Context: an optimization exercise on an open-source flow, tuned for small area. The choices shown serve that exercise and are no tape-out recipe.
Function was checked by simulation only, so behaviour that the tests miss may differ from the original.
No activity file was given, so power comes from the tool's default toggle rates.

`design.v`:
```
module NEO (Enable, Load, clk, rst, Full, Data_out, Data_in, write_en);
  input Enable, Load, clk, Full, rst;
  input signed [15:0] Data_in;
  output signed [31:0] Data_out;
  output write_en;
  reg state;
  wire start = state & ~Full;
  assign write_en = start & Load;
  always @(posedge clk or posedge rst)
    if (rst) state <= 1'b0;
    else if (state) state <= ~Full;
    else state <= Enable;
  reg signed [15:0] PP, Prev, Current, Ahead;
  wire [31:0] psi;
  wire ld = start & ~rst;
  wire hold = ~start & ~rst;
  wire [15:0] ldv = {16{ld}};
  wire [15:0] holdv = {16{hold}};
  always @(posedge clk) begin
    PP <= (ldv & Prev) | (holdv & PP);
    Prev <= (ldv & Current) | (holdv & Prev);
    Current <= (ldv & Ahead) | (holdv & Current);
    Ahead <= (ldv & Data_in) | (holdv & Ahead);
  end
  assign Data_out = psi;
  wire n0 = Prev[1] & ~Prev[0];
  wire n1 = Prev[2] ^ Prev[1];
  wire n2 = (Prev[3] & ~Prev[2] & ~Prev[1]) | (~Prev[3] & Prev[2] & Prev[1]);
  wire n3 = ~(~Prev[3] & (Prev[2] | Prev[1]));
  wire n4 = ~(Prev[0] ^ n3);
  wire n5 = ~(Prev[2] ^ n3);
  wire n6 = ~(Prev[3] ^ n3);
  wire n7 = ~n3;
  wire n8 = Prev[4] ^ Prev[3];
  wire n9 = (Prev[5] & ~Prev[4] & ~Prev[3]) | (~Prev[5] & Prev[4] & Prev[3]);
  wire n10 = ~(~Prev[5] & (Prev[4] | Prev[3]));
  wire n11 = ~(Prev[0] ^ n10);
  wire n12 = ~(Prev[1] ^ n10);
  wire n13 = ~(Prev[2] ^ n10);
  wire n14 = ~(Prev[4] ^ n10);
  wire n15 = ~(Prev[5] ^ n10);
  wire n16 = ~n10;
  wire n17 = Prev[6] ^ Prev[5];
  wire n18 = (Prev[7] & ~Prev[6] & ~Prev[5]) | (~Prev[7] & Prev[6] & Prev[5]);
  wire n19 = ~(~Prev[7] & (Prev[6] | Prev[5]));
  wire n20 = ~(Prev[0] ^ n19);
  wire n21 = ~(Prev[1] ^ n19);
  wire n22 = ~(Prev[2] ^ n19);
  wire n23 = ~(Prev[3] ^ n19);
  wire n24 = ~(Prev[4] ^ n19);
  wire n25 = ~(Prev[6] ^ n19);
  wire n26 = ~(Prev[7] ^ n19);
  wire n27 = ~n19;
  wire n28 = Prev[8] ^ Prev[7];
  wire n29 = (Prev[9] & ~Prev[8] & ~Prev[7]) | (~Prev[9] & Prev[8] & Prev[7]);
  wire n30 = ~(~Prev[9] & (Prev[8] | Prev[7]));
  wire n31 = ~(Prev[0] ^ n30);
  wire n32 = ~(Prev[1] ^ n30);
  wire n33 = ~(Prev[2] ^ n30);
  wire n34 = ~(Prev[3] ^ n30);
  wire n35 = ~(Prev[4] ^ n30);
  wire n36 = ~(Prev[5] ^ n30);
  wire n37 = ~(Prev[6] ^ n30);
  wire n38 = ~(Prev[8] ^ n30);
  wire n39 = ~(Prev[9] ^ n30);
  wire n40 = ~n30;
  wire n41 = Prev[10] ^ Prev[9];
  wire n42 = (Prev[11] & ~Prev[10] & ~Prev[9]) | (~Prev[11] & Prev[10] & Prev[9]);
  wire n43 = ~(~Prev[11] & (Prev[10] | Prev[9]));
  wire n44 = ~(Prev[0] ^ n43);
  wire n45 = ~(Prev[1] ^ n43);
  wire n46 = ~(Prev[2] ^ n43);
  wire n47 = ~(Prev[3] ^ n43);
  wire n48 = ~(Prev[4] ^ n43);
  wire n49 = ~(Prev[5] ^ n43);
  wire n50 = ~(Prev[6] ^ n43);
  wire n51 = ~(Prev[7] ^ n43);
  wire n52 = ~(Prev[8] ^ n43);
  wire n53 = ~(Prev[10] ^ n43);
  wire n54 = ~(Prev[11] ^ n43);
  wire n55 = ~n43;
  wire n56 = Prev[12] ^ Prev[11];
  wire n57 = (Prev[13] & ~Prev[12] & ~Prev[11]) | (~Prev[13] & Prev[12] & Prev[11]);
  wire n58 = ~(~Prev[13] & (Prev[12] | Prev[11]));
  wire n59 = ~(Prev[0] ^ n58);
  wire n60 = ~(Prev[1] ^ n58);
  wire n61 = ~(Prev[2] ^ n58);
  wire n62 = ~(Prev[3] ^ n58);
  wire n63 = ~(Prev[4] ^ n58);
  wire n64 = ~(Prev[5] ^ n58);
  wire n65 = ~(Prev[6] ^ n58);
  wire n66 = ~(Prev[7] ^ n58);
  wire n67 = ~(Prev[8] ^ n58);
  wire n68 = ~(Prev[9] ^ n58);
  wire n69 = ~(Prev[10] ^ n58);
  wire n70 = ~(Prev[12] ^ n58);
  wire n71 = ~(Prev[13] ^ n58);
  wire n72 = ~n58;
  wire n73 = Prev[14] ^ Prev[13];
  wire n74 = (Prev[15] & ~Prev[14] & ~Prev[13]) | (~Prev[15] & Prev[14] & Prev[13]);
  wire n75 = ~(~Prev[15] & (Prev[14] | Prev[13]));
  wire n76 = ~(Prev[0] ^ n75);
  wire n77 = ~(Prev[1] ^ n75);
  wire n78 = ~(Prev[2] ^ n75);
  wire n79 = ~(Prev[3] ^ n75);
  wire n80 = ~(Prev[4] ^ n75);
  wire n81 = ~(Prev[5] ^ n75);
  wire n82 = ~(Prev[6] ^ n75);
  wire n83 = ~(Prev[7] ^ n75);
  wire n84 = ~(Prev[8] ^ n75);
  wire n85 = ~(Prev[9] ^ n75);
  wire n86 = ~(Prev[10] ^ n75);
  wire n87 = ~(Prev[11] ^ n75);
  wire n88 = ~(Prev[12] ^ n75);
  wire n89 = ~(Prev[14] ^ n75);
  wire n90 = ~(Prev[15] ^ n75);
  wire n91 = ~n75;
  wire n92 = Current[0] ^ 1'b0;
  wire n93 = (Current[1] & ~Current[0] & ~1'b0) | (~Current[1] & Current[0] & 1'b0);
  wire n94 = ~(Current[1] & ~(Current[0] & 1'b0));
  wire n95 = ~(PP[0] ^ n94);
  wire n96 = ~(PP[1] ^ n94);
  wire n97 = ~(PP[2] ^ n94);
  wire n98 = ~(PP[3] ^ n94);
  wire n99 = ~(PP[4] ^ n94);
  wire n100 = ~(PP[5] ^ n94);
  wire n101 = ~(PP[6] ^ n94);
  wire n102 = ~(PP[7] ^ n94);
  wire n103 = ~(PP[8] ^ n94);
  wire n104 = ~(PP[9] ^ n94);
  wire n105 = ~(PP[10] ^ n94);
  wire n106 = ~(PP[11] ^ n94);
  wire n107 = ~(PP[12] ^ n94);
  wire n108 = ~(PP[13] ^ n94);
  wire n109 = ~(PP[14] ^ n94);
  wire n110 = ~(PP[15] ^ n94);
  wire n111 = ~n94;
  wire n112 = Current[2] ^ Current[1];
  wire n113 = (Current[3] & ~Current[2] & ~Current[1]) | (~Current[3] & Current[2] & Current[1]);
  wire n114 = ~(Current[3] & ~(Current[2] & Current[1]));
  wire n115 = ~(PP[0] ^ n114);
  wire n116 = ~(PP[1] ^ n114);
  wire n117 = ~(PP[2] ^ n114);
  wire n118 = ~(PP[3] ^ n114);
  wire n119 = ~(PP[4] ^ n114);
  wire n120 = ~(PP[5] ^ n114);
  wire n121 = ~(PP[6] ^ n114);
  wire n122 = ~(PP[7] ^ n114);
  wire n123 = ~(PP[8] ^ n114);
  wire n124 = ~(PP[9] ^ n114);
  wire n125 = ~(PP[10] ^ n114);
  wire n126 = ~(PP[11] ^ n114);
  wire n127 = ~(PP[12] ^ n114);
  wire n128 = ~(PP[13] ^ n114);
  wire n129 = ~(PP[14] ^ n114);
  wire n130 = ~(PP[15] ^ n114);
  wire n131 = ~n114;
  wire n132 = Current[4] ^ Current[3];
  wire n133 = (Current[5] & ~Current[4] & ~Current[3]) | (~Current[5] & Current[4] & Current[3]);
  wire n134 = ~(Current[5] & ~(Current[4] & Current[3]));
  wire n135 = ~(PP[0] ^ n134);
  wire n136 = ~(PP[1] ^ n134);
  wire n137 = ~(PP[2] ^ n134);
  wire n138 = ~(PP[3] ^ n134);
  wire n139 = ~(PP[4] ^ n134);
  wire n140 = ~(PP[5] ^ n134);
  wire n141 = ~(PP[6] ^ n134);
  wire n142 = ~(PP[7] ^ n134);
  wire n143 = ~(PP[8] ^ n134);
  wire n144 = ~(PP[9] ^ n134);
  wire n145 = ~(PP[10] ^ n134);
  wire n146 = ~(PP[11] ^ n134);
  wire n147 = ~(PP[12] ^ n134);
  wire n148 = ~(PP[13] ^ n134);
  wire n149 = ~(PP[14] ^ n134);
  wire n150 = ~(PP[15] ^ n134);
  wire n151 = ~n134;
  wire n152 = Current[6] ^ Current[5];
  wire n153 = (Current[7] & ~Current[6] & ~Current[5]) | (~Current[7] & Current[6] & Current[5]);
  wire n154 = ~(Current[7] & ~(Current[6] & Current[5]));
  wire n155 = ~(PP[0] ^ n154);
  wire n156 = ~(PP[1] ^ n154);
  wire n157 = ~(PP[2] ^ n154);
  wire n158 = ~(PP[3] ^ n154);
  wire n159 = ~(PP[4] ^ n154);
  wire n160 = ~(PP[5] ^ n154);
  wire n161 = ~(PP[6] ^ n154);
  wire n162 = ~(PP[7] ^ n154);
  wire n163 = ~(PP[8] ^ n154);
  wire n164 = ~(PP[9] ^ n154);
  wire n165 = ~(PP[10] ^ n154);
  wire n166 = ~(PP[11] ^ n154);
  wire n167 = ~(PP[12] ^ n154);
  wire n168 = ~(PP[13] ^ n154);
  wire n169 = ~(PP[14] ^ n154);
  wire n170 = ~(PP[15] ^ n154);
  wire n171 = ~n154;
  wire n172 = Current[8] ^ Current[7];
  wire n173 = (Current[9] & ~Current[8] & ~Current[7]) | (~Current[9] & Current[8] & Current[7]);
  wire n174 = ~(Current[9] & ~(Current[8] & Current[7]));
  wire n175 = ~(PP[0] ^ n174);
  wire n176 = ~(PP[1] ^ n174);
  wire n177 = ~(PP[2] ^ n174);
  wire n178 = ~(PP[3] ^ n174);
  wire n179 = ~(PP[4] ^ n174);
  wire n180 = ~(PP[5] ^ n174);
  wire n181 = ~(PP[6] ^ n174);
  wire n182 = ~(PP[7] ^ n174);
  wire n183 = ~(PP[8] ^ n174);
  wire n184 = ~(PP[9] ^ n174);
  wire n185 = ~(PP[10] ^ n174);
  wire n186 = ~(PP[11] ^ n174);
  wire n187 = ~(PP[12] ^ n174);
  wire n188 = ~(PP[13] ^ n174);
  wire n189 = ~(PP[14] ^ n174);
  wire n190 = ~(PP[15] ^ n174);
  wire n191 = ~n174;
  wire n192 = Current[10] ^ Current[9];
  wire n193 = (Current[11] & ~Current[10] & ~Current[9]) | (~Current[11] & Current[10] & Current[9]);
  wire n194 = ~(Current[11] & ~(Current[10] & Current[9]));
  wire n195 = ~(PP[0] ^ n194);
  wire n196 = ~(PP[1] ^ n194);
  wire n197 = ~(PP[2] ^ n194);
  wire n198 = ~(PP[3] ^ n194);
  wire n199 = ~(PP[4] ^ n194);
  wire n200 = ~(PP[5] ^ n194);
  wire n201 = ~(PP[6] ^ n194);
  wire n202 = ~(PP[7] ^ n194);
  wire n203 = ~(PP[8] ^ n194);
  wire n204 = ~(PP[9] ^ n194);
  wire n205 = ~(PP[10] ^ n194);
  wire n206 = ~(PP[11] ^ n194);
  wire n207 = ~(PP[12] ^ n194);
  wire n208 = ~(PP[13] ^ n194);
  wire n209 = ~(PP[14] ^ n194);
  wire n210 = ~(PP[15] ^ n194);
  wire n211 = ~n194;
  wire n212 = Current[12] ^ Current[11];
  wire n213 = (Current[13] & ~Current[12] & ~Current[11]) | (~Current[13] & Current[12] & Current[11]);
  wire n214 = ~(Current[13] & ~(Current[12] & Current[11]));
  wire n215 = ~(PP[0] ^ n214);
  wire n216 = ~(PP[1] ^ n214);
  wire n217 = ~(PP[2] ^ n214);
  wire n218 = ~(PP[3] ^ n214);
  wire n219 = ~(PP[4] ^ n214);
  wire n220 = ~(PP[5] ^ n214);
  wire n221 = ~(PP[6] ^ n214);
  wire n222 = ~(PP[7] ^ n214);
  wire n223 = ~(PP[8] ^ n214);
  wire n224 = ~(PP[9] ^ n214);
  wire n225 = ~(PP[10] ^ n214);
  wire n226 = ~(PP[11] ^ n214);
  wire n227 = ~(PP[12] ^ n214);
  wire n228 = ~(PP[13] ^ n214);
  wire n229 = ~(PP[14] ^ n214);
  wire n230 = ~(PP[15] ^ n214);
  wire n231 = ~n214;
  wire n232 = Current[14] ^ Current[13];
  wire n233 = (Current[15] & ~Current[14] & ~Current[13]) | (~Current[15] & Current[14] & Current[13]);
  wire n234 = ~(Current[15] & ~(Current[14] & Current[13]));
  wire n235 = ~(PP[0] ^ n234);
  wire n236 = ~(PP[1] ^ n234);
  wire n237 = ~(PP[2] ^ n234);
  wire n238 = ~(PP[3] ^ n234);
  wire n239 = ~(PP[4] ^ n234);
  wire n240 = ~(PP[5] ^ n234);
  wire n241 = ~(PP[6] ^ n234);
  wire n242 = ~(PP[7] ^ n234);
  wire n243 = ~(PP[8] ^ n234);
  wire n244 = ~(PP[9] ^ n234);
  wire n245 = ~(PP[10] ^ n234);
  wire n246 = ~(PP[11] ^ n234);
  wire n247 = ~(PP[12] ^ n234);
  wire n248 = ~(PP[13] ^ n234);
  wire n249 = ~(PP[14] ^ n234);
  wire n250 = ~(PP[15] ^ n234);
  wire n251 = ~n234;
  wire n252 = ~n75;
  wire n253 = ~n30;
  wire n254, n255;
  FA un254 (.a(n194), .b(((n8 | n9) & n15)), .c(~((n17 & n23) | (n18 & n22))), .s(n254), .co(n255));
  wire n256;
  XNOR2 un256 (.a(n43), .b(~((n17 & n24) | (n18 & n23))), .y(n256));
  wire n257 = n43 | ~((n17 & n24) | (n18 & n23));
  wire n258 = ~((n28 & n33) | (n29 & n32)) ^ ~((n41 & n44) | (n42 & n55));
  wire n259 = ~((n28 & n33) | (n29 & n32)) & ~((n41 & n44) | (n42 & n55));
  wire n260;
  XNOR2 un260 (.a(n214), .b(~((n17 & n25) | (n18 & n24))), .y(n260));
  wire n261 = n214 | ~((n17 & n25) | (n18 & n24));
  wire n262, n263;
  FA un262 (.a(~((n28 & n34) | (n29 & n33))), .b(~((n41 & n45) | (n42 & n44))), .c(~((n92 & n107) | (n93 & n106))), .s(n262), .co(n263));
  wire n264 = ~((n112 & n125) | (n113 & n124)) ^ ~((n132 & n143) | (n133 & n142));
  wire n265 = ~((n112 & n125) | (n113 & n124)) & ~((n132 & n143) | (n133 & n142));
  wire n266;
  XNOR2 un266 (.a(n58), .b(~((n17 & n26) | (n18 & n25))), .y(n266));
  wire n267 = n58 | ~((n17 & n26) | (n18 & n25));
  wire n268, n269;
  FA un268 (.a(~((n28 & n35) | (n29 & n34))), .b(~((n41 & n46) | (n42 & n45))), .c(~((n56 & n59) | (n57 & n72))), .s(n268), .co(n269));
  wire n270, n271;
  FA un270 (.a(~((n92 & n108) | (n93 & n107))), .b(~((n112 & n126) | (n113 & n125))), .c(~((n132 & n144) | (n133 & n143))), .s(n270), .co(n271));
  wire n272 = ~((n152 & n162) | (n153 & n161)) ^ ~((n172 & n180) | (n173 & n179));
  wire n273 = ~((n152 & n162) | (n153 & n161)) & ~((n172 & n180) | (n173 & n179));
  wire n274, n275;
  FA un274 (.a(n234), .b(((n17 | n18) & n26)), .c(~((n28 & n36) | (n29 & n35))), .s(n274), .co(n275));
  wire n276, n277;
  FA un276 (.a(~((n41 & n47) | (n42 & n46))), .b(~((n56 & n60) | (n57 & n59))), .c(~((n92 & n109) | (n93 & n108))), .s(n276), .co(n277));
  wire n278, n279;
  FA un278 (.a(~((n112 & n127) | (n113 & n126))), .b(~((n132 & n145) | (n133 & n144))), .c(~((n152 & n163) | (n153 & n162))), .s(n278), .co(n279));
  wire n280, n281;
  FA un280 (.a(~((n172 & n181) | (n173 & n180))), .b(~((n192 & n199) | (n193 & n198))), .c(~((n212 & n217) | (n213 & n216))), .s(n280), .co(n281));
  wire n282, n283;
  FA un282 (.a(n252), .b(~((n28 & n37) | (n29 & n36))), .c(~((n41 & n48) | (n42 & n47))), .s(n282), .co(n283));
  wire n284, n285;
  FA un284 (.a(~((n56 & n61) | (n57 & n60))), .b(~((n73 & n76) | (n74 & n91))), .c(~((n92 & n110) | (n93 & n109))), .s(n284), .co(n285));
  wire n286, n287;
  FA un286 (.a(~((n112 & n128) | (n113 & n127))), .b(~((n132 & n146) | (n133 & n145))), .c(~((n152 & n164) | (n153 & n163))), .s(n286), .co(n287));
  wire n288, n289;
  FA un288 (.a(~((n172 & n182) | (n173 & n181))), .b(~((n192 & n200) | (n193 & n199))), .c(~((n212 & n218) | (n213 & n217))), .s(n288), .co(n289));
  wire n290, n291;
  FA un290 (.a(n75), .b(~((n28 & n38) | (n29 & n37))), .c(~((n41 & n49) | (n42 & n48))), .s(n290), .co(n291));
  wire n292, n293;
  FA un292 (.a(~((n56 & n62) | (n57 & n61))), .b(~((n73 & n77) | (n74 & n76))), .c(((n92 & n110) | (n93 & n110))), .s(n292), .co(n293));
  wire n294, n295;
  FA un294 (.a(~((n112 & n129) | (n113 & n128))), .b(~((n132 & n147) | (n133 & n146))), .c(~((n152 & n165) | (n153 & n164))), .s(n294), .co(n295));
  wire n296, n297;
  FA un296 (.a(~((n172 & n183) | (n173 & n182))), .b(~((n192 & n201) | (n193 & n200))), .c(~((n212 & n219) | (n213 & n218))), .s(n296), .co(n297));
  wire n298;
  XNOR2 un298 (.a(~((n28 & n39) | (n29 & n38))), .b(~((n41 & n50) | (n42 & n49))), .y(n298));
  wire n299 = ~((n28 & n39) | (n29 & n38)) | ~((n41 & n50) | (n42 & n49));
  wire n300, n301;
  FA un300 (.a(~((n56 & n63) | (n57 & n62))), .b(~((n73 & n78) | (n74 & n77))), .c(~((n112 & n130) | (n113 & n129))), .s(n300), .co(n301));
  wire n302, n303;
  FA un302 (.a(~((n132 & n148) | (n133 & n147))), .b(~((n152 & n166) | (n153 & n165))), .c(~((n172 & n184) | (n173 & n183))), .s(n302), .co(n303));
  wire n304 = ~((n192 & n202) | (n193 & n201)) ^ ~((n212 & n220) | (n213 & n219));
  wire n305 = ~((n192 & n202) | (n193 & n201)) & ~((n212 & n220) | (n213 & n219));
  wire n306;
  XNOR2 un306 (.a(((n28 | n29) & n39)), .b(~((n41 & n51) | (n42 & n50))), .y(n306));
  wire n307 = ((n28 | n29) & n39) | ~((n41 & n51) | (n42 & n50));
  wire n308, n309;
  FA un308 (.a(~((n56 & n64) | (n57 & n63))), .b(~((n73 & n79) | (n74 & n78))), .c(((n112 & n130) | (n113 & n130))), .s(n308), .co(n309));
  wire n310, n311;
  FA un310 (.a(~((n132 & n149) | (n133 & n148))), .b(~((n152 & n167) | (n153 & n166))), .c(~((n172 & n185) | (n173 & n184))), .s(n310), .co(n311));
  wire n312 = ~((n192 & n203) | (n193 & n202)) ^ ~((n212 & n221) | (n213 & n220));
  wire n313 = ~((n192 & n203) | (n193 & n202)) & ~((n212 & n221) | (n213 & n220));
  wire n314, n315;
  FA un314 (.a(~((n41 & n52) | (n42 & n51))), .b(~((n56 & n65) | (n57 & n64))), .c(~((n73 & n80) | (n74 & n79))), .s(n314), .co(n315));
  wire n316, n317;
  FA un316 (.a(~((n132 & n150) | (n133 & n149))), .b(~((n152 & n168) | (n153 & n167))), .c(~((n172 & n186) | (n173 & n185))), .s(n316), .co(n317));
  wire n318, n319;
  FA un318 (.a(~((n41 & n53) | (n42 & n52))), .b(~((n56 & n66) | (n57 & n65))), .c(~((n73 & n81) | (n74 & n80))), .s(n318), .co(n319));
  wire n320 = ~(~((n41 & n54) | (n42 & n53)));
  wire n321 = ~(((n41 | n42) & n54));
  wire n322;
  XNOR2 un322 (.a(n154), .b(((n1 | n2) & n6)), .y(n322));
  wire n323 = n154 | ((n1 | n2) & n6);
  wire n324;
  XNOR2 un324 (.a(n19), .b(~((n8 & n13) | (n9 & n12))), .y(n324));
  wire n325 = n19 | ~((n8 & n13) | (n9 & n12));
  wire n326 = ~((n17 & n20) | (n18 & n27)) ^ ~((n92 & n102) | (n93 & n101));
  wire n327 = ~((n17 & n20) | (n18 & n27)) & ~((n92 & n102) | (n93 & n101));
  wire n328;
  XNOR2 un328 (.a(n174), .b(~((n8 & n14) | (n9 & n13))), .y(n328));
  wire n329 = n174 | ~((n8 & n14) | (n9 & n13));
  wire n330, n331;
  FA un330 (.a(~((n17 & n21) | (n18 & n20))), .b(~((n92 & n103) | (n93 & n102))), .c(~((n112 & n121) | (n113 & n120))), .s(n330), .co(n331));
  wire n332 = ~((n132 & n139) | (n133 & n138)) ^ ~((n152 & n157) | (n153 & n156));
  wire n333 = ~((n132 & n139) | (n133 & n138)) & ~((n152 & n157) | (n153 & n156));
  wire n334, n335;
  FA un334 (.a(n253), .b(~((n8 & n15) | (n9 & n14))), .c(~((n17 & n22) | (n18 & n21))), .s(n334), .co(n335));
  wire n336, n337;
  FA un336 (.a(~((n28 & n31) | (n29 & n40))), .b(~((n92 & n104) | (n93 & n103))), .c(~((n112 & n122) | (n113 & n121))), .s(n336), .co(n337));
  wire n338, n339;
  FA un338 (.a(~((n132 & n140) | (n133 & n139))), .b(~((n152 & n158) | (n153 & n157))), .c(~((n172 & n176) | (n173 & n175))), .s(n338), .co(n339));
  wire n340, n341;
  FA un340 (.a(n30), .b(~((n28 & n32) | (n29 & n31))), .c(~((n92 & n105) | (n93 & n104))), .s(n340), .co(n341));
  wire n342, n343;
  FA un342 (.a(~((n112 & n123) | (n113 & n122))), .b(~((n132 & n141) | (n133 & n140))), .c(~((n152 & n159) | (n153 & n158))), .s(n342), .co(n343));
  wire n344, n345;
  FA un344 (.a(~((n172 & n177) | (n173 & n176))), .b(~((n192 & n195) | (n193 & n211))), .c(n254), .s(n344), .co(n345));
  wire n346, n347;
  FA un346 (.a(~((n92 & n106) | (n93 & n105))), .b(~((n112 & n124) | (n113 & n123))), .c(~((n132 & n142) | (n133 & n141))), .s(n346), .co(n347));
  wire n348, n349;
  FA un348 (.a(~((n152 & n160) | (n153 & n159))), .b(~((n172 & n178) | (n173 & n177))), .c(~((n192 & n196) | (n193 & n195))), .s(n348), .co(n349));
  wire n350, n351;
  FA un350 (.a(n258), .b(n255), .c(n256), .s(n350), .co(n351));
  wire n352, n353;
  FA un352 (.a(~((n152 & n161) | (n153 & n160))), .b(~((n172 & n179) | (n173 & n178))), .c(~((n192 & n197) | (n193 & n196))), .s(n352), .co(n353));
  wire n354, n355;
  FA un354 (.a(~((n212 & n215) | (n213 & n231))), .b(n259), .c(n264), .s(n354), .co(n355));
  wire n356, n357;
  FA un356 (.a(n257), .b(n260), .c(n262), .s(n356), .co(n357));
  wire n358, n359;
  FA un358 (.a(~((n192 & n198) | (n193 & n197))), .b(~((n212 & n216) | (n213 & n215))), .c(n265), .s(n358), .co(n359));
  wire n360, n361;
  FA un360 (.a(n272), .b(n261), .c(n263), .s(n360), .co(n361));
  wire n362, n363;
  FA un362 (.a(n266), .b(n268), .c(n270), .s(n362), .co(n363));
  wire n364, n365;
  FA un364 (.a(~((n232 & n235) | (n233 & n251))), .b(n273), .c(n267), .s(n364), .co(n365));
  wire n366, n367;
  FA un366 (.a(n269), .b(n271), .c(n274), .s(n366), .co(n367));
  wire n368, n369;
  FA un368 (.a(n276), .b(n278), .c(n280), .s(n368), .co(n369));
  wire n370, n371;
  FA un370 (.a(~((n232 & n236) | (n233 & n235))), .b(n275), .c(n277), .s(n370), .co(n371));
  wire n372, n373;
  FA un372 (.a(n279), .b(n281), .c(n282), .s(n372), .co(n373));
  wire n374, n375;
  FA un374 (.a(n284), .b(n286), .c(n288), .s(n374), .co(n375));
  wire n376, n377;
  FA un376 (.a(~((n232 & n237) | (n233 & n236))), .b(n283), .c(n285), .s(n376), .co(n377));
  wire n378, n379;
  FA un378 (.a(n287), .b(n289), .c(n290), .s(n378), .co(n379));
  wire n380, n381;
  FA un380 (.a(n292), .b(n294), .c(n296), .s(n380), .co(n381));
  wire n382, n383;
  FA un382 (.a(~((n232 & n238) | (n233 & n237))), .b(n304), .c(n291), .s(n382), .co(n383));
  wire n384, n385;
  FA un384 (.a(n293), .b(n295), .c(n297), .s(n384), .co(n385));
  wire n386, n387;
  FA un386 (.a(n298), .b(n300), .c(n302), .s(n386), .co(n387));
  wire n388, n389;
  FA un388 (.a(~((n232 & n239) | (n233 & n238))), .b(n305), .c(n312), .s(n388), .co(n389));
  wire n390, n391;
  FA un390 (.a(n299), .b(n301), .c(n303), .s(n390), .co(n391));
  wire n392, n393;
  FA un392 (.a(n306), .b(n308), .c(n310), .s(n392), .co(n393));
  wire n394, n395;
  FA un394 (.a(~((n192 & n204) | (n193 & n203))), .b(~((n212 & n222) | (n213 & n221))), .c(~((n232 & n240) | (n233 & n239))), .s(n394), .co(n395));
  wire n396, n397;
  FA un396 (.a(n313), .b(n307), .c(n309), .s(n396), .co(n397));
  wire n398, n399;
  FA un398 (.a(n311), .b(n314), .c(n316), .s(n398), .co(n399));
  wire n400, n401;
  FA un400 (.a(((n132 & n150) | (n133 & n150))), .b(~((n152 & n169) | (n153 & n168))), .c(~((n172 & n187) | (n173 & n186))), .s(n400), .co(n401));
  wire n402, n403;
  FA un402 (.a(~((n192 & n205) | (n193 & n204))), .b(~((n212 & n223) | (n213 & n222))), .c(~((n232 & n241) | (n233 & n240))), .s(n402), .co(n403));
  wire n404, n405;
  FA un404 (.a(n315), .b(n317), .c(n318), .s(n404), .co(n405));
  wire n406, n407;
  FA un406 (.a(~((n56 & n67) | (n57 & n66))), .b(~((n73 & n82) | (n74 & n81))), .c(~((n152 & n170) | (n153 & n169))), .s(n406), .co(n407));
  wire n408, n409;
  FA un408 (.a(~((n172 & n188) | (n173 & n187))), .b(~((n192 & n206) | (n193 & n205))), .c(~((n212 & n224) | (n213 & n223))), .s(n408), .co(n409));
  wire n410, n411;
  FA un410 (.a(~((n232 & n242) | (n233 & n241))), .b(n320), .c(n319), .s(n410), .co(n411));
  wire n412, n413;
  FA un412 (.a(~((n56 & n68) | (n57 & n67))), .b(~((n73 & n83) | (n74 & n82))), .c(((n152 & n170) | (n153 & n170))), .s(n412), .co(n413));
  wire n414, n415;
  FA un414 (.a(~((n172 & n189) | (n173 & n188))), .b(~((n192 & n207) | (n193 & n206))), .c(~((n212 & n225) | (n213 & n224))), .s(n414), .co(n415));
  wire n416, n417;
  FA un416 (.a(~((n232 & n243) | (n233 & n242))), .b(~((n41 & n54) | (n42 & n53))), .c(n321), .s(n416), .co(n417));
  wire n418, n419;
  FA un418 (.a(~((n56 & n69) | (n57 & n68))), .b(~((n73 & n84) | (n74 & n83))), .c(~((n172 & n190) | (n173 & n189))), .s(n418), .co(n419));
  wire n420, n421;
  FA un420 (.a(~((n192 & n208) | (n193 & n207))), .b(~((n212 & n226) | (n213 & n225))), .c(~((n232 & n244) | (n233 & n243))), .s(n420), .co(n421));
  wire n422, n423;
  FA un422 (.a(~((n56 & n70) | (n57 & n69))), .b(~((n73 & n85) | (n74 & n84))), .c(((n172 & n190) | (n173 & n190))), .s(n422), .co(n423));
  wire n424 = ~(~((n56 & n71) | (n57 & n70)));
  wire n425 = ~(((n56 | n57) & n71));
  wire n426 = n134 ^ ~((n1 & n5) | (n2 & n4));
  wire n427 = n134 & ~((n1 & n5) | (n2 & n4));
  wire n428, n429;
  FA un428 (.a(n10), .b(~((n1 & n6) | (n2 & n5))), .c(~((n8 & n11) | (n9 & n16))), .s(n428), .co(n429));
  wire n430 = ~((n92 & n100) | (n93 & n99)) ^ ~((n112 & n118) | (n113 & n117));
  wire n431 = ~((n92 & n100) | (n93 & n99)) & ~((n112 & n118) | (n113 & n117));
  wire n432, n433;
  FA un432 (.a(~((n8 & n12) | (n9 & n11))), .b(~((n92 & n101) | (n93 & n100))), .c(~((n112 & n119) | (n113 & n118))), .s(n432), .co(n433));
  wire n434, n435;
  FA un434 (.a(~((n132 & n137) | (n133 & n136))), .b(~((n152 & n155) | (n153 & n171))), .c(n322), .s(n434), .co(n435));
  wire n436, n437;
  FA un436 (.a(~((n112 & n120) | (n113 & n119))), .b(~((n132 & n138) | (n133 & n137))), .c(~((n152 & n156) | (n153 & n155))), .s(n436), .co(n437));
  wire n438, n439;
  FA un438 (.a(n326), .b(n323), .c(n324), .s(n438), .co(n439));
  wire n440, n441;
  FA un440 (.a(~((n172 & n175) | (n173 & n191))), .b(n327), .c(n332), .s(n440), .co(n441));
  wire n442, n443;
  FA un442 (.a(n325), .b(n328), .c(n330), .s(n442), .co(n443));
  wire n444, n445;
  FA un444 (.a(n333), .b(n329), .c(n331), .s(n444), .co(n445));
  wire n446, n447;
  FA un446 (.a(n334), .b(n336), .c(n338), .s(n446), .co(n447));
  wire n448, n449;
  FA un448 (.a(n335), .b(n337), .c(n339), .s(n448), .co(n449));
  wire n450, n451;
  FA un450 (.a(n340), .b(n342), .c(n344), .s(n450), .co(n451));
  wire n452, n453;
  FA un452 (.a(n341), .b(n343), .c(n346), .s(n452), .co(n453));
  wire n454, n455;
  FA un454 (.a(n348), .b(n345), .c(n350), .s(n454), .co(n455));
  wire n456, n457;
  FA un456 (.a(n347), .b(n349), .c(n352), .s(n456), .co(n457));
  wire n458, n459;
  FA un458 (.a(n354), .b(n351), .c(n356), .s(n458), .co(n459));
  wire n460, n461;
  FA un460 (.a(n353), .b(n358), .c(n355), .s(n460), .co(n461));
  wire n462, n463;
  FA un462 (.a(n357), .b(n360), .c(n362), .s(n462), .co(n463));
  wire n464, n465;
  FA un464 (.a(n359), .b(n361), .c(n363), .s(n464), .co(n465));
  wire n466, n467;
  FA un466 (.a(n364), .b(n366), .c(n368), .s(n466), .co(n467));
  wire n468, n469;
  FA un468 (.a(n365), .b(n367), .c(n369), .s(n468), .co(n469));
  wire n470, n471;
  FA un470 (.a(n370), .b(n372), .c(n374), .s(n470), .co(n471));
  wire n472, n473;
  FA un472 (.a(n371), .b(n373), .c(n375), .s(n472), .co(n473));
  wire n474, n475;
  FA un474 (.a(n376), .b(n378), .c(n380), .s(n474), .co(n475));
  wire n476, n477;
  FA un476 (.a(n377), .b(n379), .c(n381), .s(n476), .co(n477));
  wire n478, n479;
  FA un478 (.a(n382), .b(n384), .c(n386), .s(n478), .co(n479));
  wire n480, n481;
  FA un480 (.a(n388), .b(n383), .c(n385), .s(n480), .co(n481));
  wire n482, n483;
  FA un482 (.a(n387), .b(n390), .c(n392), .s(n482), .co(n483));
  wire n484, n485;
  FA un484 (.a(n394), .b(n389), .c(n391), .s(n484), .co(n485));
  wire n486, n487;
  FA un486 (.a(n393), .b(n396), .c(n398), .s(n486), .co(n487));
  wire n488, n489;
  FA un488 (.a(n395), .b(n400), .c(n402), .s(n488), .co(n489));
  wire n490, n491;
  FA un490 (.a(n397), .b(n399), .c(n404), .s(n490), .co(n491));
  wire n492, n493;
  FA un492 (.a(n401), .b(n403), .c(n406), .s(n492), .co(n493));
  wire n494, n495;
  FA un494 (.a(n408), .b(n405), .c(n410), .s(n494), .co(n495));
  wire n496, n497;
  FA un496 (.a(n407), .b(n409), .c(n412), .s(n496), .co(n497));
  wire n498, n499;
  FA un498 (.a(n414), .b(n416), .c(n411), .s(n498), .co(n499));
  wire n500, n501;
  FA un500 (.a(((n41 | n42) & n54)), .b(n413), .c(n415), .s(n500), .co(n501));
  wire n502, n503;
  FA un502 (.a(n418), .b(n420), .c(n417), .s(n502), .co(n503));
  wire n504, n505;
  FA un504 (.a(~((n192 & n209) | (n193 & n208))), .b(~((n212 & n227) | (n213 & n226))), .c(~((n232 & n245) | (n233 & n244))), .s(n504), .co(n505));
  wire n506, n507;
  FA un506 (.a(n419), .b(n421), .c(n422), .s(n506), .co(n507));
  wire n508, n509;
  FA un508 (.a(~((n73 & n86) | (n74 & n85))), .b(~((n192 & n210) | (n193 & n209))), .c(~((n212 & n228) | (n213 & n227))), .s(n508), .co(n509));
  wire n510, n511;
  FA un510 (.a(~((n232 & n246) | (n233 & n245))), .b(n424), .c(n423), .s(n510), .co(n511));
  wire n512, n513;
  FA un512 (.a(~((n73 & n87) | (n74 & n86))), .b(((n192 & n210) | (n193 & n210))), .c(~((n212 & n229) | (n213 & n228))), .s(n512), .co(n513));
  wire n514, n515;
  FA un514 (.a(~((n232 & n247) | (n233 & n246))), .b(~((n56 & n71) | (n57 & n70))), .c(n425), .s(n514), .co(n515));
  wire n516, n517;
  FA un516 (.a(~((n73 & n88) | (n74 & n87))), .b(~((n212 & n230) | (n213 & n229))), .c(~((n232 & n248) | (n233 & n247))), .s(n516), .co(n517));
  wire n518 = n0 ^ n114;
  wire n519 = n0 & n114;
  wire n520, n521;
  FA un520 (.a(n3), .b(~((n1 & n4) | (n2 & n7))), .c(~((n92 & n98) | (n93 & n97))), .s(n520), .co(n521));
  wire n522, n523;
  FA un522 (.a(~((n92 & n99) | (n93 & n98))), .b(~((n112 & n117) | (n113 & n116))), .c(~((n132 & n135) | (n133 & n151))), .s(n522), .co(n523));
  wire n524, n525;
  FA un524 (.a(~((n132 & n136) | (n133 & n135))), .b(n427), .c(n430), .s(n524), .co(n525));
  wire n526, n527;
  FA un526 (.a(n431), .b(n429), .c(n432), .s(n526), .co(n527));
  wire n528, n529;
  FA un528 (.a(n433), .b(n436), .c(n435), .s(n528), .co(n529));
  wire n530, n531;
  FA un530 (.a(n437), .b(n440), .c(n439), .s(n530), .co(n531));
  wire n532, n533;
  FA un532 (.a(n441), .b(n443), .c(n444), .s(n532), .co(n533));
  wire n534, n535;
  FA un534 (.a(n445), .b(n447), .c(n448), .s(n534), .co(n535));
  wire n536, n537;
  FA un536 (.a(n449), .b(n452), .c(n451), .s(n536), .co(n537));
  wire n538, n539;
  FA un538 (.a(n453), .b(n456), .c(n455), .s(n538), .co(n539));
  wire n540, n541;
  FA un540 (.a(n457), .b(n460), .c(n459), .s(n540), .co(n541));
  wire n542, n543;
  FA un542 (.a(n461), .b(n464), .c(n463), .s(n542), .co(n543));
  wire n544, n545;
  FA un544 (.a(n465), .b(n468), .c(n467), .s(n544), .co(n545));
  wire n546, n547;
  FA un546 (.a(n469), .b(n472), .c(n471), .s(n546), .co(n547));
  wire n548, n549;
  FA un548 (.a(n473), .b(n476), .c(n475), .s(n548), .co(n549));
  wire n550, n551;
  FA un550 (.a(n477), .b(n480), .c(n479), .s(n550), .co(n551));
  wire n552, n553;
  FA un552 (.a(n481), .b(n484), .c(n483), .s(n552), .co(n553));
  wire n554, n555;
  FA un554 (.a(n488), .b(n485), .c(n487), .s(n554), .co(n555));
  wire n556, n557;
  FA un556 (.a(n489), .b(n492), .c(n494), .s(n556), .co(n557));
  wire n558, n559;
  FA un558 (.a(n493), .b(n496), .c(n498), .s(n558), .co(n559));
  wire n560, n561;
  FA un560 (.a(n497), .b(n500), .c(n502), .s(n560), .co(n561));
  wire n562, n563;
  FA un562 (.a(n504), .b(n501), .c(n506), .s(n562), .co(n563));
  wire n564, n565;
  FA un564 (.a(n505), .b(n508), .c(n507), .s(n564), .co(n565));
  wire n566, n567;
  FA un566 (.a(n509), .b(n512), .c(n514), .s(n566), .co(n567));
  wire n568, n569;
  FA un568 (.a(((n56 | n57) & n71)), .b(n513), .c(n516), .s(n568), .co(n569));
  wire n570, n571;
  FA un570 (.a(~((n73 & n89) | (n74 & n88))), .b(((n212 & n230) | (n213 & n230))), .c(~((n232 & n249) | (n233 & n248))), .s(n570), .co(n571));
  wire n572 = ~(~((n73 & n90) | (n74 & n89)));
  wire n573 = ~(((n73 | n74) & n90));
  wire n574 = Prev[0] ^ n94;
  wire n575 = Prev[0] & n94;
  wire n576 = n518 ^ ~((n92 & n97) | (n93 & n96));
  wire n577 = n518 & ~((n92 & n97) | (n93 & n96));
  wire n578, n579;
  FA un578 (.a(n519), .b(~((n112 & n116) | (n113 & n115))), .c(n520), .s(n578), .co(n579));
  wire n580, n581;
  FA un580 (.a(n426), .b(n521), .c(n522), .s(n580), .co(n581));
  wire n582, n583;
  FA un582 (.a(n523), .b(n428), .c(n524), .s(n582), .co(n583));
  wire n584, n585;
  FA un584 (.a(n525), .b(n434), .c(n526), .s(n584), .co(n585));
  wire n586, n587;
  FA un586 (.a(n527), .b(n438), .c(n528), .s(n586), .co(n587));
  wire n588, n589;
  FA un588 (.a(n442), .b(n529), .c(n530), .s(n588), .co(n589));
  wire n590, n591;
  FA un590 (.a(n446), .b(n531), .c(n532), .s(n590), .co(n591));
  wire n592, n593;
  FA un592 (.a(n533), .b(n534), .c(n450), .s(n592), .co(n593));
  wire n594, n595;
  FA un594 (.a(n535), .b(n454), .c(n536), .s(n594), .co(n595));
  wire n596, n597;
  FA un596 (.a(n458), .b(n537), .c(n538), .s(n596), .co(n597));
  wire n598, n599;
  FA un598 (.a(n462), .b(n539), .c(n540), .s(n598), .co(n599));
  wire n600, n601;
  FA un600 (.a(n466), .b(n541), .c(n542), .s(n600), .co(n601));
  wire n602, n603;
  FA un602 (.a(n470), .b(n543), .c(n544), .s(n602), .co(n603));
  wire n604, n605;
  FA un604 (.a(n474), .b(n545), .c(n546), .s(n604), .co(n605));
  wire n606, n607;
  FA un606 (.a(n478), .b(n547), .c(n548), .s(n606), .co(n607));
  wire n608, n609;
  FA un608 (.a(n482), .b(n549), .c(n550), .s(n608), .co(n609));
  wire n610, n611;
  FA un610 (.a(n486), .b(n551), .c(n552), .s(n610), .co(n611));
  wire n612, n613;
  FA un612 (.a(n490), .b(n553), .c(n554), .s(n612), .co(n613));
  wire n614, n615;
  FA un614 (.a(n491), .b(n555), .c(n556), .s(n614), .co(n615));
  wire n616, n617;
  FA un616 (.a(n495), .b(n558), .c(n557), .s(n616), .co(n617));
  wire n618, n619;
  FA un618 (.a(n499), .b(n560), .c(n559), .s(n618), .co(n619));
  wire n620, n621;
  FA un620 (.a(n503), .b(n562), .c(n561), .s(n620), .co(n621));
  wire n622, n623;
  FA un622 (.a(n510), .b(n564), .c(n563), .s(n622), .co(n623));
  wire n624, n625;
  FA un624 (.a(n511), .b(n566), .c(n565), .s(n624), .co(n625));
  wire n626, n627;
  FA un626 (.a(n515), .b(n568), .c(n567), .s(n626), .co(n627));
  wire n628, n629;
  FA un628 (.a(n517), .b(n570), .c(n569), .s(n628), .co(n629));
  wire n630, n631;
  FA un630 (.a(~((n232 & n250) | (n233 & n249))), .b(n572), .c(n571), .s(n630), .co(n631));
  wire n632, n633;
  FA un632 (.a(((n232 & n250) | (n233 & n250))), .b(~((n73 & n90) | (n74 & n89))), .c(n573), .s(n632), .co(n633));
  wire n634 = ~((n92 & n95) | (n93 & n111)) ^ n574;
  wire n635 = ~((n92 & n95) | (n93 & n111)) & n574;
  wire n636, n637;
  FA un636 (.a(~((n92 & n96) | (n93 & n95))), .b(n575), .c(n635), .s(n636), .co(n637));
  wire n638, n639;
  FA un638 (.a(~((n112 & n115) | (n113 & n131))), .b(n576), .c(n637), .s(n638), .co(n639));
  wire n640, n641;
  FA un640 (.a(n578), .b(n577), .c(n639), .s(n640), .co(n641));
  wire n642, n643;
  FA un642 (.a(n580), .b(n579), .c(n641), .s(n642), .co(n643));
  wire n644, n645;
  FA un644 (.a(n582), .b(n581), .c(n643), .s(n644), .co(n645));
  wire n646, n647;
  FA un646 (.a(n584), .b(n583), .c(n645), .s(n646), .co(n647));
  wire n648, n649;
  FA un648 (.a(n586), .b(n585), .c(n647), .s(n648), .co(n649));
  wire [23:0] fa0 = {((n73 | n74) & n90), n632, n630, n628, n626, n624, n622, n620, n618, n616, n614, n612, n610, n608, n606, n604, n602, n600, n598, n596, n594, n592, n590, n588};
  wire [23:0] fa1 = {n633, n631, n629, n627, n625, n623, n621, n619, n617, n615, n613, n611, n609, n607, n605, n603, n601, n599, n597, n595, n593, n591, n589, n587};
  wire [23:0] g0 = fa0 & fa1;
  wire [23:0] p0 = fa0 ^ fa1;
  wire n650 = g0[0] | (p0[0] & n649);
  wire n651 = g0[1] | (p0[1] & n650);
  wire n652 = p0[1] & p0[0];
  wire n653 = g0[3] | (p0[3] & g0[2]);
  wire n654 = p0[3] & p0[2];
  wire n655 = g0[5] | (p0[5] & g0[4]);
  wire n656 = p0[5] & p0[4];
  wire n657 = g0[7] | (p0[7] & g0[6]);
  wire n658 = p0[7] & p0[6];
  wire n659 = g0[9] | (p0[9] & g0[8]);
  wire n660 = p0[9] & p0[8];
  wire n661 = g0[11] | (p0[11] & g0[10]);
  wire n662 = p0[11] & p0[10];
  wire n663 = g0[13] | (p0[13] & g0[12]);
  wire n664 = p0[13] & p0[12];
  wire n665 = g0[15] | (p0[15] & g0[14]);
  wire n666 = p0[15] & p0[14];
  wire n667 = g0[17] | (p0[17] & g0[16]);
  wire n668 = p0[17] & p0[16];
  wire n669 = g0[19] | (p0[19] & g0[18]);
  wire n670 = p0[19] & p0[18];
  wire n671 = g0[21] | (p0[21] & g0[20]);
  wire n672 = p0[21] & p0[20];
  wire n673 = g0[23] | (p0[23] & g0[22]);
  wire n674 = p0[23] & p0[22];
  wire n675 = n653 | (n654 & n651);
  wire n676 = n654 & n652;
  wire n677 = n657 | (n658 & n655);
  wire n678 = n658 & n656;
  wire n679 = n661 | (n662 & n659);
  wire n680 = n662 & n660;
  wire n681 = n665 | (n666 & n663);
  wire n682 = n666 & n664;
  wire n683 = n669 | (n670 & n667);
  wire n684 = n670 & n668;
  wire n685 = n673 | (n674 & n671);
  wire n686 = n674 & n672;
  wire n687 = n677 | (n678 & n675);
  wire n688 = n678 & n676;
  wire n689 = n681 | (n682 & n679);
  wire n690 = n682 & n680;
  wire n691 = n685 | (n686 & n683);
  wire n692 = n686 & n684;
  wire n693 = n689 | (n690 & n687);
  wire n694 = n690 & n688;
  wire n695 = n691 | (n692 & n693);
  wire n696 = n692 & n694;
  wire n697 = n679 | (n680 & n687);
  wire n698 = n680 & n688;
  wire n699 = n683 | (n684 & n693);
  wire n700 = n684 & n694;
  wire n701 = n655 | (n656 & n675);
  wire n702 = n656 & n676;
  wire n703 = n659 | (n660 & n687);
  wire n704 = n660 & n688;
  wire n705 = n663 | (n664 & n697);
  wire n706 = n664 & n698;
  wire n707 = n667 | (n668 & n693);
  wire n708 = n668 & n694;
  wire n709 = n671 | (n672 & n699);
  wire n710 = n672 & n700;
  wire n711 = g0[2] | (p0[2] & n651);
  wire n712 = p0[2] & n652;
  wire n713 = g0[4] | (p0[4] & n675);
  wire n714 = p0[4] & n676;
  wire n715 = g0[6] | (p0[6] & n701);
  wire n716 = p0[6] & n702;
  wire n717 = g0[8] | (p0[8] & n687);
  wire n718 = p0[8] & n688;
  wire n719 = g0[10] | (p0[10] & n703);
  wire n720 = p0[10] & n704;
  wire n721 = g0[12] | (p0[12] & n697);
  wire n722 = p0[12] & n698;
  wire n723 = g0[14] | (p0[14] & n705);
  wire n724 = p0[14] & n706;
  wire n725 = g0[16] | (p0[16] & n693);
  wire n726 = p0[16] & n694;
  wire n727 = g0[18] | (p0[18] & n707);
  wire n728 = p0[18] & n708;
  wire n729 = g0[20] | (p0[20] & n699);
  wire n730 = p0[20] & n700;
  wire n731 = g0[22] | (p0[22] & n709);
  wire n732 = p0[22] & n710;
  wire n733 = p0[0] ^ n649;
  wire n734 = p0[1] ^ n650;
  wire n735 = p0[2] ^ n651;
  wire n736 = p0[3] ^ n711;
  wire n737 = p0[4] ^ n675;
  wire n738 = p0[5] ^ n713;
  wire n739 = p0[6] ^ n701;
  wire n740 = p0[7] ^ n715;
  wire n741 = p0[8] ^ n687;
  wire n742 = p0[9] ^ n717;
  wire n743 = p0[10] ^ n703;
  wire n744 = p0[11] ^ n719;
  wire n745 = p0[12] ^ n697;
  wire n746 = p0[13] ^ n721;
  wire n747 = p0[14] ^ n705;
  wire n748 = p0[15] ^ n723;
  wire n749 = p0[16] ^ n693;
  wire n750 = p0[17] ^ n725;
  wire n751 = p0[18] ^ n707;
  wire n752 = p0[19] ^ n727;
  wire n753 = p0[20] ^ n699;
  wire n754 = p0[21] ^ n729;
  wire n755 = p0[22] ^ n709;
  wire n756 = p0[23] ^ n731;
  wire [23:0] fsum = {n756, n755, n754, n753, n752, n751, n750, n749, n748, n747, n746, n745, n744, n743, n742, n741, n740, n739, n738, n737, n736, n735, n734, n733};
  assign psi = {fsum, n648, n646, n644, n642, n640, n638, n636, n634};
endmodule
module FA (a, b, c, s, co);
  input a, b, c;
  output s, co;
  assign s = a ^ b ^ c;
  assign co = (a & b) | (a & c) | (b & c);
endmodule
module XNOR2 (a, b, y);
  input a, b;
  output y;
  assign y = ~(a ^ b);
endmodule
```
`flow/run.sh`:
```
#!/bin/bash
# Own layout flow: the standard ORFS flow (standard.sh, unchanged
# synthesis), with these changes to the layout steps:
#  - port buffers use the smallest buffer cell (every port still gets one);
#  - ABC's buffers are removed at floorplan and global placement is not
#    timing driven (no gain-based rebuffering; timing repair still runs);
#  - clock tree built from small clock buffers, without dummy loads;
#  - no repair after global routing (its parasitic estimate is pessimistic);
#    instead the post-CTS timing repair aims 0.1 ns above zero slack.
# Each step's output goes to its own log here; ORFS's own logs are under orfs/logs.
set -euo pipefail
export BUFFER_PORTS_ARGS="-buffer_cell sky130_fd_sc_hd__buf_1"
export REMOVE_ABC_BUFFERS=1
export GPL_TIMING_DRIVEN=0
export SKIP_INCREMENTAL_REPAIR=1
export SETUP_SLACK_MARGIN=0.1
export CTS_ARGS="-sink_clustering_enable -repair_clock_nets -dont_use_dummy_load -buf_list sky130_fd_sc_hd__clkbuf_4 -root_buf sky130_fd_sc_hd__clkbuf_8"
bash standard.sh synth > synth.log 2>&1
bash standard.sh finish > layout.log 2>&1
```
`standard.sh`:
```
#!/bin/bash
# synth_recipe.tcl (not shown) runs the flow's synth.tcl, then flattens the netlist and writes it again
# the make line also repeats each setting of config.mk as NAME=value (left out here)
make -C /OpenROAD-flow-scripts/flow DESIGN_CONFIG=/design/flow/config.mk WORK_HOME=/design/flow/orfs CLKGATE_MAP_FILE= SYNTH_SCRIPT=/design/flow/synth_recipe.tcl "${@:-finish}"
```
`config.mk`:
```
export PLATFORM = sky130hd
export DESIGN_NAME = NEO
export DESIGN_NICKNAME = NEO
export VERILOG_FILES = /design/flow/design.v
export SDC_FILE = /design/flow/constraint.sdc
export NUM_CORES = 4
export LEC_CHECK = 0
export CAP_MARGIN = 20
export CORE_MARGIN = 2
export CORE_UTILIZATION = 40
export SLEW_MARGIN = 20
export SYNTH_HIERARCHICAL = 1
```
`constraint.sdc`:
```
create_clock -name core_clock -period 9.0 [get_ports {clk}]
set_input_delay 1.8000 -clock core_clock [delete_from_list [all_inputs] [get_ports {clk}]]
set_output_delay 1.8000 -clock core_clock [all_outputs]
set_load 0.01 [all_outputs]
```
==> flow_summary_export.csv, run 1 <==
group,metric,value,unit
synth,ys_top_cells_by_area,"fa_1, dfxtp_1, xnor2_1",
worst_setup_path,worst_r2r_endpoint,"Ahead[3]",
clock_tree,numCtsBuffers,9,
timing,finalHoldViolCount,0,
clock_tree,clkTransAtPathRegs,0.05,ns
worst_setup_path,crit_arrival,7.07,ns
die,num_rows,61,
routing,routed_wl,27.9,mm
power_and_ir_drop,irDropWorstVdd,0.106,mV
clock_tree,cts_hold_buf,0,
cells_and_area,mostFrequentLayoutCells,"fa_1, a22oi_1, xnor2_1",
synth,ys_warn_count,7,
cells_and_area,fill_cells,2815,
routing,drt_iter0_drc,610,
cells_and_area,antenna_cells,0,
timing,period_share,98.5,%
worst_setup_path,required,7.20,ns
timing,tightest_slew,1.19,ns
placement,dpl.cell_count,1444,
grt,grt_pass1_wl,45.5,mm
job,maxCapViolCount,0,
timing,layout_min_cycle_time,8.87,ns
timing,slew_violations,0,
placement,dp_hpwl,22.1,mm
routing,drc,0,
synth,ys_async_sr_fraction,1.54,%
hold_path,hp-start,"Ahead[5]",
cells_and_area,multi_input_area,9180,sq um
routing,num_vias,8240,
die,start_util,40.9,%
power_and_ir_drop,cellPowerDensity,80.5,nW/um^2
hold_path,worstHoldEndpoint,"Current[5]",
cells_and_area,layout_commonest_cell,"fa_1",
worst_setup_path,rr_worst_depth,4,
synth,synth_top_area_share,32.8,%
worst_setup_path,cp-startpoint,"Prev[7]",
routing,vias_per_cell,5.66,
synth,syn_area,11400,sq um
timing,max_slew_margin,20.5,%
die,boundaryPins,54,
placement,port_buffers,53,
cells_and_area,fin_cells,1455,
worst_setup_path,start_kind,"flip-flop",
cells_and_area,synthToLayoutAreaGrowth,2.00,%
grt,overflow,0,
cells_and_area,post-route-util,41.7,%
synth,synth-seq-cells,65,
placement,gp_congestion,0.915,
clock_tree,cts_resized,12,
synth,netlist_instances,1140,
grt,track_usage,19.0,%
clock_tree,cts.path.max_buffers,2,
grt,antenna_found_initial,0,
synth,synth_area_per_cell,10.0,sq um
outcome,status,"finished clean",
timing,setup_violations,0,
clock_tree,cts_tree,"built",
timing,fmax,113,MHz
cells_and_area,register_area,1310,sq um
grt,grt_max_degree,48,
clock_tree,cts.sinks,65,
clock_tree,cts_setup_buffers,1,
grt,grt_pass1_vias,8284,
hold_path,hold_depth,1,
routing,detail-route-antenna-nets,0,
worst_setup_path,crit_path_end_kind,"primary output",
synth,synth_edf_count,0,
worst_setup_path,r2r_slack,7.35,ns
synth,synth.largest_area_cell,"fa_1",
die,die_w,173,um
worst_setup_path,cp_max_fo,8,
die,die_y,173,um
cells_and_area,drive_above_1_share,4.83,%
worst_setup_path,setup.worst_path.class,"reg2out",
worst_setup_path,r2r-start,"state",
cells_and_area,nNetsFinal,1334,
clock_tree,htreeDepth,3,
power_and_ir_drop,power_leakage,3.71,nW
routing,first_pass_iters,5,
synth,ys_seq_area_share,11.4,%
die,core_area,27900,sq um
clock_tree,root_buffer,"clkbuf_8",
timing,clock-skew-final,0.0184,ns
die,die_area,29900,sq um
synth,synth-main-ff-cell,"dfxtp_1",
clock_tree,clk_latency,0.34,ns
hold_path,hold_path.class,"reg2reg",
routing,routedWlPerCell,19.2,um
synth,synth_cell_types,54,
[synth_stat cells, types with 3 or more instances]
library cell  instances
dfxtp_1              64
o21a_1               12
nor2_1               21
buf_4                45
a22o_1               64
or2_1                 4
o21ai_0              16
and3_1                6
inv_1                57
ha_1                 47
a22oi_1             150
nand2_1              40
buf_2                43
o21ai_2               4
nand2b_1             16
xor2_1               56
clkbuf_1             22
a31oi_1              20
nand3_1               5
clkinv_1              5
buf_6                 5
xnor2_1             132
buf_1                10
o22a_1                6
fa_1                187
clkbuf_2              4
a211oi_1             15
a21oi_1              24
o21ai_1               7
nor2b_1              19
a2bb2oi_1             3
[worst max-delay path, cell delays in order, from the launching register on]
cell	delay, ns
dfxtp_1	0.60
inv_1	0.25
ha_1	0.27
or2_1	0.33
inv_4	0.18
xnor2_1	0.10
a22oi_1	0.34
fa_1	0.50
fa_1	0.43
fa_1	0.49
fa_1	0.53
fa_1	0.41
ha_1	0.35
o21a_1	0.14
o211ai_1	0.13
a311oi_4	0.50
a21oi_2	0.16
o31ai_2	0.30
fa_1	0.25
xor2_1	0.16
xnor2_1	0.13
buf_1	0.17
[registers in the layout (all words and copies together) (netlist names)]
register  flops
Prev         16
PP           16
state         1
Current      16
Ahead        16
[Yosys stat by module (local to each module, per instance)]
| module | times used | area [sq um] | cells |
|---|---|---|---|
| FA | 174 | 20.0 | 1 |
| XNOR2 | 8 | 8.76 | 1 |
| NEO | 1 | 7870 | 958 |
[stage by stage]
step / setup slack [ns] / total power, mW / hold WS, ns / cell area [sq um] / setup TNS [ns]
floorplan: 0.992 / 0.620 / 0.443 / 10700 / 0
global placement: -0.376 / 0.748 / 0.449 / 11300 / -1.25
detailed placement: -0.0353 / 0.758 / 0.453 / 11500 / -0.0353
CTS: 0.104 / 0.957 / 0.465 / 11700 / 0
global route: -0.264 / 1.02 / 0.480 / 11700 / -1.04
finish: 0.133 / 0.938 / 0.458 / 11700 / 0
[metal layers]
layer	track usage, %	share of wire, %
met2	30.6	46
met3	2.37	6.1
met1	27.2	46
met5	0	0
met4	4.63	2.2
[report_power, final]
part	switching, mW	internal [mW]
logic	0.268	0.183
clock network	0.0940	0.0888
registers	0.00924	0.296
total	0.371	0.567
[logic make-up after synthesis]
kind of cell	share of synthesized area (%)
AOI/OAI and AO/OA	22.0
adders and majority gates	37.9
buffers and inverters	8.93
xor gates and xnor gates	14.4
and+or+nand+nor	5.23
DFF	11.4
muxes	0.0876
[worst max path at each step]
stage / to
finish: Data_out[31]
global route: Data_out[29]
CTS: Data_out[31]
detailed placement: Data_out[31]
global placement: Data_out[31]
floorplan: Data_out[31]
[cell type report]
class                      count  area share [%]
timing repair inverter         1          0.0429
tap                          378            4.06
clock buffer                   9            1.06
inverter                      66            2.31
timing repair buffer          57            2.48
sequential                    65            11.3
multi-input combinational    879            78.8
==> run 2, diff against run 1 <==
--- a/flow/run.sh
+++ b/flow/run.sh
@@ -6,14 +6,14 @@
 #    timing driven (no gain-based rebuffering; timing repair still runs);
 #  - clock tree built from small clock buffers, without dummy loads;
 #  - no repair after global routing (its parasitic estimate is pessimistic);
-#    instead the post-CTS timing repair aims 0.1 ns above zero slack.
+#    instead the post-CTS timing repair aims 0.25 ns above zero slack.
 # Each step's output goes to its own log here; ORFS's own logs are under orfs/logs.
 set -euo pipefail
 export BUFFER_PORTS_ARGS="-buffer_cell sky130_fd_sc_hd__buf_1"
 export REMOVE_ABC_BUFFERS=1
 export GPL_TIMING_DRIVEN=0
 export SKIP_INCREMENTAL_REPAIR=1
-export SETUP_SLACK_MARGIN=0.1
+export SETUP_SLACK_MARGIN=0.25
 export CTS_ARGS="-sink_clustering_enable -repair_clock_nets -dont_use_dummy_load -buf_list sky130_fd_sc_hd__clkbuf_4 -root_buf sky130_fd_sc_hd__clkbuf_8"
 bash standard.sh synth > synth.log 2>&1
 bash standard.sh finish > layout.log 2>&1
==> flow_summary_export.csv, run 2 <==
group,metric,value,unit
synth,synth.largest_area_cell,"fa_1",
clock_tree,root_buffer,"clkbuf_8",
routing,first_pass_iters,5,
placement,dp_hpwl,22.1,mm
clock_tree,clkTransAtPathRegs,0.05,ns
worst_setup_path,cp-startpoint,"Prev[9]",
timing,tightest_slew,1.20,ns
clock_tree,clk_latency,0.34,ns
routing,detail-route-antenna-nets,0,
routing,drc,0,
worst_setup_path,cp_max_fo,12,
routing,routedWlPerCell,19.2,um
worst_setup_path,setup.worst_path.class,"reg2out",
cells_and_area,drive_above_1_share,5.37,%
clock_tree,numCtsBuffers,9,
placement,gp_congestion,0.915,
power_and_ir_drop,power_leakage,3.73,nW
synth,synth_common_cells,"fa_1, a22oi_1, xnor2_1",
synth,synth_most_common_cell,"fa_1",
cells_and_area,nNetsFinal,1337,
worst_setup_path,crit_path_end_kind,"primary output",
clock_tree,cts_tree,"built",
timing,period_share,97.2,%
power_and_ir_drop,cellPowerDensity,80.9,nW/um^2
placement,port_buffers,53,
worst_setup_path,r2r-start,"state",
timing,slew_violations,0,
routing,vias_per_cell,5.65,
synth,netlist_instances,1140,
die,die_area,29900,sq um
synth,synth-seq-cells,65,
power_and_ir_drop,irDropWorstVdd,0.106,mV
cells_and_area,antenna_cells,0,
clock_tree,cts_resized,17,
grt,grt_pass1_wl,45.6,mm
cells_and_area,mostFrequentLayoutCells,"fa_1, a22oi_1, xnor2_1",
synth,ys_seq_area_share,11.4,%
clock_tree,cts_setup_buffers,4,
grt,antenna_found_initial,0,
timing,holdWs,0.461,ns
die,start_util,40.9,%
timing,setup_violations,0,
die,die_y,173,um
synth,synth_edf_count,0,
job,maxCapViolCount,0,
power_and_ir_drop,totalPowerFinal,946,uW
clock_tree,htreeDepth,3,
routing,num_vias,8233,
synth,synth-main-ff-cell,"dfxtp_1",
synth,synth_cell_types,54,
worst_setup_path,start_kind,"flip-flop",
cells_and_area,layout_commonest_cell,"fa_1",
timing,clock-skew-final,0.0192,ns
synth,ys_top_cells_by_area,"fa_1, dfxtp_1, xnor2_1",
timing,layout_min_cycle_time,8.75,ns
synth,syn_area,11400,sq um
timing,fmax,114,MHz
timing,finalHoldViolCount,0,
cells_and_area,synthToLayoutAreaGrowth,2.31,%
grt,overflow,0,
routing,drt_iter0_drc,575,
grt,track_usage,19.0,%
clock_tree,cts.sinks,65,
grt,grt_max_degree,48,
die,die_w,173,um
clock_tree,cts_hold_buf,0,
worst_setup_path,required,7.20,ns
synth,synth_area_per_cell,10.0,sq um
synth,ys_warn_count,7,
synth,ys_async_sr_fraction,1.54,%
cells_and_area,fill_cells,2809,
worst_setup_path,crit_arrival,6.95,ns
hold_path,hp-start,"Ahead[5]",
outcome,status,"finished clean",
timing,max_slew_margin,20.3,%
routing,routed_wl,27.9,mm
die,num_rows,61,
synth,synth_top_area_share,32.8,%
hold_path,hold_path.class,"reg2reg",
grt,grt_pass1_vias,8298,
clock_tree,cts.path.max_buffers,2,
die,boundaryPins,54,
die,core_area,27900,sq um
## run 2: final timing paths
kind                                      to  slack (ns)  depth (start not counted)
worst max-delay path            Data_out[31]        0.25                         21
worst min-delay path              Current[5]        0.46                          1
worst max register to register      Ahead[3]        7.35                          4
worst min register to register    Current[5]        0.46                          1
max in group asynchronous              state        7.53                          2
min in group asynchronous              state        1.38                          2
## run 2: stage by stage
step | setup TNS [ns] | utilization [%] | instances | setup slack [ns] | cell area (sq um)
final | 0 | 41.8 | 1458 | 0.252 | 11700
after global routing | -0.334 | 41.8 | 1458 | -0.159 | 11700
after CTS | 0 | 41.8 | 1458 | 0.214 | 11700
after detailed placement | -0.0353 | 41.1 | 1444 | -0.0353 | 11500
after global placement | -1.25 | 40.6 | 1441 | -0.376 | 11300
after floorplan | 0 | - | 1010 | 0.992 | 10700
## run 2: cells by family (layout without fill, tap and decap cells)
family                   Yosys count  in the layout  synth area share (%)
multiplexers                       1              1                0.0876
AND/OR/NAND/NOR                  118            118                  5.23
AO/OA/AOI/OAI                    338            338                  22.0
adder cells (fa/ha/maj)          234            234                  37.9
buffers and inverters            196            136                  8.93
XOR/XNOR                         188            188                  14.4
flip-flops                        65             65                  11.4
## run 2: power breakdown
part	leakage, nW	internal (mW)	switching (mW)
logic	3.13	0.189	0.270
registers	0.533	0.295	0.00924
clock network	0.0647	0.0888	0.0938
## run 2: routing by layer
metal,vias to the layer above,track usage [%],share of wire [%]
li1,3830,-,-
met1,4113,27.2,46
met2,253,30.6,46
met3,37,2.37,5.9
met4,0,4.63,2.2
met5,-,0,0
## run 2: worst max-delay path, stage by stage (launching register included)
cell and delay, ns:
dfxtp_1 0.45, inv_1 0.18, ha_1 0.26, nor2_2 0.51
inv_1 0.20, xnor2_1 0.16, a22oi_1 0.23, fa_1 0.48
fa_1 0.51, fa_1 0.42, fa_1 0.51, fa_1 0.41
ha_1 0.34, o211ai_1 0.10, a21o_1 0.22, a311oi_4 0.49
a21oi_2 0.16, o31ai_2 0.30, fa_1 0.25, xor2_1 0.16
xnor2_1 0.13, buf_2 0.15
## run 2: cell type report
cell class / instances / area [sq um] / share of cell area [%]
clock buffer: 9 / 124 / 1.06
inverter: 66 / 269 / 2.30
multi-input combinational: 879 / 9190 / 78.6
sequential: 65 / 1320 / 11.3
tap: 378 / 473 / 4.05
timing repair buffer: 60 / 313 / 2.68
timing repair inverter: 1 / 5.00 / 0.0428
## run 2: modules after synthesis, one instance, submodules excluded
module,cells,area [sq um]
NEO,958,7870
XNOR2,1,8.76
FA,1,20.0

[re-timing with driven ports]
In the flow no input, the clock included, has a driving cell. The finished layouts below were timed again as built, in two steps.
Step 1, drivers: a clkbuf_16 drives clk and a buf_2 each remaining input, both assumed.
Step 2 also shifts input and output timing later by t, the mid clock arrival at the registers, as if the neighbouring blocks saw the same clock.
Slacks: no drivers / after step 1 / after step 2; pairs: no drivers / after step 1.
run | t (ns) | setup slack, ns | slew at the worst register clock pin (ns) | cell pins on the clock port's net
run 1 | 0.359 | 0.133 / 0.101 / 0.460 | 0.08 / 0.08 | 1
run 2 | 0.360 | 0.252 / 0.220 / 0.580 | 0.08 / 0.08 | 1
After both steps setup and hold are still met in every run listed.
